This design comes from an exercise in tuning for small area and a short achievable clock period on the open sky130 flow, not from production work.
Only simulation tests tie the RTL to the original design; equivalence was not proved. The flow treats the clock pin as an ideal source, which a real chip does not have.

==> job 7941: inputs <==
Design Scrambler, start of the top module:
module Scrambler(
  input         clock,
  input         reset,
  input  [63:0] io_in,
  output [63:0] io_out
);
clock: 6.0 ns
lec_check: 0
cap_margin: 20
core_margin: 2
core_utilization: 65
cts_cluster_diameter: 80
cts_cluster_size: 32
setup_slack_margin: 2.5
slew_margin: 20
synth_hierarchical: 1
synth_minimum_keep_size: 0
standard.sh (not shown) runs the stock make flow with config.mk's settings and CLKGATE_MAP_FILE= SYNTH_SCRIPT=/design/flow/synth_recipe.tcl, a recipe that flattens the netlist after the stock synthesis.
==> flow/flow/run.sh <==
#!/bin/bash
# Layout flow: the standard flow (standard.sh, the ORFS make targets), run
# in two steps.  Synthesis is the standard one, unchanged.  The rest of the
# layout differs from the standard flow in these settings only:
#  - the pins are placed by flow/io.tcl (ORFS IO_CONSTRAINTS): io_in[i] and
#    io_out[i] side by side along the bottom edge in bit order, so that the
#    adder between them can be placed compactly;
#  - the port buffers that buffer_ports inserts are plain buffers (buf_2)
#    rather than the delay cell it would pick on its own;
#  - the resizer may swap a cell for one of another footprint
#    (MATCH_CELL_FOOTPRINT=0; sky130hd's platform config sets it to 1).
# Each step's full output goes to its own log file in the work folder.
set -euo pipefail
here=$(pwd)
bash standard.sh synth > run_synth.log 2>&1
bash standard.sh "IO_CONSTRAINTS=$here/flow/io.tcl" IO_PIN_STEP=2 \
  "BUFFER_PORTS_ARGS=-buffer_cell sky130_fd_sc_hd__buf_2" \
  MATCH_CELL_FOOTPRINT=0 finish > run_layout.log 2>&1
==> flow/flow/io.tcl <==
# Pin placement, sourced at the end of floorplanning (ORFS IO_CONSTRAINTS).
# io_in[i] and io_out[i] sit side by side along the bottom edge, in bit order
# (bit 0 at the left), so that the io_in -> io_out adder can be placed as a
# compact strip next to its pins.  clock and reset go on the left edge.
set die [ord::get_die_area]
set W [expr {[lindex $die 2] - [lindex $die 0]}]
set H [expr {[lindex $die 3] - [lindex $die 1]}]
set pitch 0.46
set offset 0.23
set step $::env(IO_PIN_STEP)
set n 128
set span [expr {($n - 1) * $step * $pitch}]
set k [expr {int((($W - $span) / 2.0 - $offset) / $pitch)}]
for {set i 0} {$i < 64} {incr i} {
  foreach p [list "io_in\[$i\]" "io_out\[$i\]"] {
    place_pin -pin_name $p -layer met2 \
      -location [list [expr {$offset + $k * $pitch}] 0.242] -force_to_die_boundary
    incr k $step
  }
}
# the left edge's horizontal pins use met3 on a 0.68 um pitch (offset 0.34)
set row [expr {int(($H / 2.0 - 0.34) / 0.68)}]
place_pin -pin_name clock -layer met3 \
  -location [list 0.4 [expr {0.34 + $row * 0.68}]] -force_to_die_boundary
place_pin -pin_name reset -layer met3 \
  -location [list 0.4 [expr {0.34 + ($row + 8) * 0.68}]] -force_to_die_boundary
==> job 6914 (differences from job 7941) <==
--- a/flow/config.mk
+++ b/flow/config.mk
@@ -9,3 +9,3 @@
 export CORE_MARGIN = 2
-export CORE_UTILIZATION = 65
+export CORE_UTILIZATION = 72
 export CTS_CLUSTER_DIAMETER = 80
@@ -16 +16,2 @@
 export SYNTH_MINIMUM_KEEP_SIZE = 0
+export TNS_END_PERCENT = 5
==> reports/metrics.yaml <==
run_status: "timing/DRC/antenna clean"
design.die.area_um2: 57500
multi_input_comb_area_um2: 7700
seq_power_share_pct: 69.2
num-nets-final: 2958
reg2reg_setup_slack_ps: 2750
chipHeight_um: 240
routabilityCongestion: 0.883
The numbers above come from job 7941.

==> reports/metrics.yaml <==
multi_input_comb_area_um2: 6820
buf_inv_on_cp: 4
reg2reg_setup_slack_ps: 1960
hold_violations: 0
post_route_m1_wl_um: 24600
num-nets-final: 2863
routabilityCongestion: 0.944
design.die.area_um2: 52000
chipHeight_um: 228
seq_power_share_pct: 70.2
run_status: "timing/DRC/antenna clean"
The numbers above come from job 6914.


---

==> 04-11: inputs <==
Scrambler again, from the RTL that the note above started with.
export LEC_CHECK = 0
export CAP_MARGIN = 20
export CORE_MARGIN = 2
export CORE_UTILIZATION = 65
export CTS_CLUSTER_DIAMETER = 80
export CTS_CLUSTER_SIZE = 32
export SETUP_SLACK_MARGIN = 2.5
export SLEW_MARGIN = 20
export SYNTH_HIERARCHICAL = 1
export SYNTH_MINIMUM_KEEP_SIZE = 0
export TNS_END_PERCENT = 5
create_clock -name core_clock -period 6.0 [get_ports {clock}]
==> flow/flow/run.sh <==
#!/bin/bash
# Layout flow: the standard flow (standard.sh, the ORFS make targets), run
# in two steps.
#  - Synthesis is the standard one, with ABC told that each gate drives a
#    1 fF load (ABC_LOAD_IN_FF=1; sky130hd's default is 5).  The design's
#    adders are written as one-gate modules that synthesis maps one at a
#    time, and with the default load ABC maps each to a larger drive
#    strength (a21oi_2 for an and-or-invert gate) than most of them need;
#    the resizer later upsizes the gates that timing needs.  The registers
#    are the same as the standard synthesis's.
#  - The port buffers that buffer_ports inserts are plain buffers (buf_2)
#    rather than the delay cell it would pick on its own.
#  - The resizer may swap a cell for one of another footprint
#    (MATCH_CELL_FOOTPRINT=0; sky130hd's platform config sets it to 1).
# Each step's full output goes to its own log file in the work folder.
set -euo pipefail
bash standard.sh ABC_LOAD_IN_FF=1 synth > run_synth.log 2>&1
bash standard.sh "BUFFER_PORTS_ARGS=-buffer_cell sky130_fd_sc_hd__buf_2" \
  MATCH_CELL_FOOTPRINT=0 finish > run_layout.log 2>&1
==> inputs of 05-14, as changes to 04-11 <==
==> flow/flow/run.sh (replaced) <==
#!/bin/bash
# Layout flow: the standard flow (standard.sh, the ORFS make targets), run
# in two steps.  Synthesis is the standard one, unchanged.  The rest of the
# layout differs from the standard flow in these settings only:
#  - the pins are placed by flow/io.tcl (ORFS IO_CONSTRAINTS): io_in[i] and
#    io_out[i] side by side along the bottom edge in bit order, so that the
#    adder between them can be placed compactly;
#  - the port buffers that buffer_ports inserts are plain buffers (buf_2)
#    rather than the delay cell it would pick on its own;
#  - the resizer may swap a cell for one of another footprint
#    (MATCH_CELL_FOOTPRINT=0; sky130hd's platform config sets it to 1).
# Each step's full output goes to its own log file in the work folder.
set -euo pipefail
here=$(pwd)
bash standard.sh synth > run_synth.log 2>&1
bash standard.sh "IO_CONSTRAINTS=$here/flow/io.tcl" IO_PIN_STEP=4 \
  "BUFFER_PORTS_ARGS=-buffer_cell sky130_fd_sc_hd__buf_2" \
  MATCH_CELL_FOOTPRINT=0 finish > run_layout.log 2>&1
==> flow/flow/io.tcl (new file) <==
# Pin placement, sourced at the end of floorplanning (ORFS IO_CONSTRAINTS).
# io_in[i] and io_out[i] sit side by side along the bottom edge, in bit order
# (bit 0 at the left), so that the io_in -> io_out adder can be placed as a
# compact strip next to its pins.  clock and reset go on the left edge.
set die [ord::get_die_area]
set W [expr {[lindex $die 2] - [lindex $die 0]}]
set H [expr {[lindex $die 3] - [lindex $die 1]}]
set pitch 0.46
set offset 0.23
set step $::env(IO_PIN_STEP)
set n 128
set span [expr {($n - 1) * $step * $pitch}]
set k [expr {int((($W - $span) / 2.0 - $offset) / $pitch)}]
for {set i 0} {$i < 64} {incr i} {
  foreach p [list "io_in\[$i\]" "io_out\[$i\]"] {
    place_pin -pin_name $p -layer met2 \
      -location [list [expr {$offset + $k * $pitch}] 0.242] -force_to_die_boundary
    incr k $step
  }
}
# the left edge's horizontal pins use met3 on a 0.68 um pitch (offset 0.34)
set row [expr {int(($H / 2.0 - 0.34) / 0.68)}]
place_pin -pin_name clock -layer met3 \
  -location [list 0.4 [expr {0.34 + $row * 0.68}]] -force_to_die_boundary
place_pin -pin_name reset -layer met3 \
  -location [list 0.4 [expr {0.34 + ($row + 8) * 0.68}]] -force_to_die_boundary
==> inputs of 08-25, as changes to 04-11 <==
==> flow/flow/run.sh (replaced) <==
#!/bin/bash
# Layout flow: the standard flow (standard.sh, the ORFS make targets), run
# in two steps.  Synthesis is the standard one, unchanged.  The rest of the
# layout differs from the standard flow in these settings only:
#  - the pins are placed by flow/io.tcl (ORFS IO_CONSTRAINTS): io_in[i] and
#    io_out[i] side by side along the bottom edge in bit order, so that the
#    adder between them can be placed compactly;
#  - the port buffers that buffer_ports inserts are plain buffers (buf_2)
#    rather than the delay cell it would pick on its own;
#  - the resizer may swap a cell for one of another footprint
#    (MATCH_CELL_FOOTPRINT=0; sky130hd's platform config sets it to 1).
# Each step's full output goes to its own log file in the work folder.
set -euo pipefail
here=$(pwd)
bash standard.sh synth > run_synth.log 2>&1
bash standard.sh "IO_CONSTRAINTS=$here/flow/io.tcl" IO_PIN_STEP=1 \
  "BUFFER_PORTS_ARGS=-buffer_cell sky130_fd_sc_hd__buf_2" \
  MATCH_CELL_FOOTPRINT=0 finish > run_layout.log 2>&1
==> flow/flow/io.tcl (new file) <==
# Pin placement, sourced at the end of floorplanning (ORFS IO_CONSTRAINTS).
# io_in[i] and io_out[i] sit side by side along the bottom edge, in bit order
# (bit 0 at the left), so that the io_in -> io_out adder can be placed as a
# compact strip next to its pins.  clock and reset go on the left edge.
set die [ord::get_die_area]
set W [expr {[lindex $die 2] - [lindex $die 0]}]
set H [expr {[lindex $die 3] - [lindex $die 1]}]
set pitch 0.46
set offset 0.23
set step $::env(IO_PIN_STEP)
set n 128
set span [expr {($n - 1) * $step * $pitch}]
set k [expr {int((($W - $span) / 2.0 - $offset) / $pitch)}]
for {set i 0} {$i < 64} {incr i} {
  foreach p [list "io_in\[$i\]" "io_out\[$i\]"] {
    place_pin -pin_name $p -layer met2 \
      -location [list [expr {$offset + $k * $pitch}] 0.242] -force_to_die_boundary
    incr k $step
  }
}
# the left edge's horizontal pins use met3 on a 0.68 um pitch (offset 0.34)
set row [expr {int(($H / 2.0 - 0.34) / 0.68)}]
place_pin -pin_name clock -layer met3 \
  -location [list 0.4 [expr {0.34 + $row * 0.68}]] -force_to_die_boundary
place_pin -pin_name reset -layer met3 \
  -location [list 0.4 [expr {0.34 + ($row + 8) * 0.68}]] -force_to_die_boundary
==> flow_summary.toml <==
[outcome]
status = "timing/DRC/antenna clean"

[pwr]
pwr_density_cell_nw_per_um2 = 385
p_int_mw = 12.3
combPwrFrac_pct = 2.0

[global_route]
grt_max_degree = 66
use_met2_pct = 42.1

[sta]
skew_ns = 0.0212

[die]
io_pins = 0

[worst_setup_path]
crit_cells = 13
path_max_fanout = 5
slowest_stage = "o21ai_4"

[yosys]
synthAdderAreaFrac_pct = 0.0693

[cells_and_area]
buf_share_pct = 2.71

[routing]
avgViaCountPerCell = 4.71
the above is filed under 05-14

==> flow_summary.toml <==
[worst_setup_path]
crit_cells = 10
path_max_fanout = 6

[sta]
skew_ns = 0.0299

[cells_and_area]
buf_share_pct = 2.29

[routing]
avgViaCountPerCell = 4.81

[die]
io_pins = 0

[outcome]
status = "timing/DRC/antenna clean"

[pwr]
combPwrFrac_pct = 2.0
the above is filed under 08-25

==> flow_summary.toml <==
[outcome]
status = "timing/DRC/antenna clean"

[die]
io_pins = 130

[sta]
skew_ns = 0.0212
min_period_ns = 4.52

[global_route]
use_met2_pct = 26.3
grt_max_degree = 48

[pwr]
pwr_density_cell_nw_per_um2 = 389
combPwrFrac_pct = 1.7

[worst_setup_path]
crit_cells = 13
path_max_fanout = 8
slowest_stage = "xor2_1"
the above is filed under 04-11

==> separate check: timing with driven ports <==
No port has a modelled driver above. Below, the same layouts with a new extraction and two added sets of constraints. Step 1, drivers: a clkbuf_16 drives clock and a buf_2 each remaining input, both assumed. Step 2 moves the port delays by t, midway between the first and last clock arrival at a register: inputs arrive t later, outputs are due t later. That takes back most of the time a late clock gives input paths. Slacks: ideal ports / drivers / drivers and shift; pairs: ideal ports / drivers.
| run | t (ns) | setup WS [ns] | latest minus earliest clock arrival (ns) | slew at the worst register clock pin (ns) | pins driven straight from the clock port |
|---|---|---|---|---|---|
| job 7941 | 0.667 | 1.562 / 1.500 / 1.500 | 0.033 / 0.033 | 0.11 / 0.11 | 1 |
| job 6914 | 0.672 | 1.637 / 1.577 / 1.577 | 0.020 / 0.020 | 0.11 / 0.11 | 1 |
| 04-11 | 0.673 | 1.481 / 1.457 / 1.457 | 0.031 / 0.031 | 0.11 / 0.11 | 1 |
| 05-14 | 0.669 | 1.603 / 1.562 / 1.562 | 0.023 / 0.023 | 0.11 / 0.11 | 1 |
| 08-25 | 0.669 | 1.578 / 1.456 / 1.456 | 0.032 / 0.031 | 0.11 / 0.11 | 1 |
After both steps every run listed still meets setup and hold. The setup slack of 08-25, which loses most, moves by -0.122 ns with the drivers and by -0.122 ns with both steps.
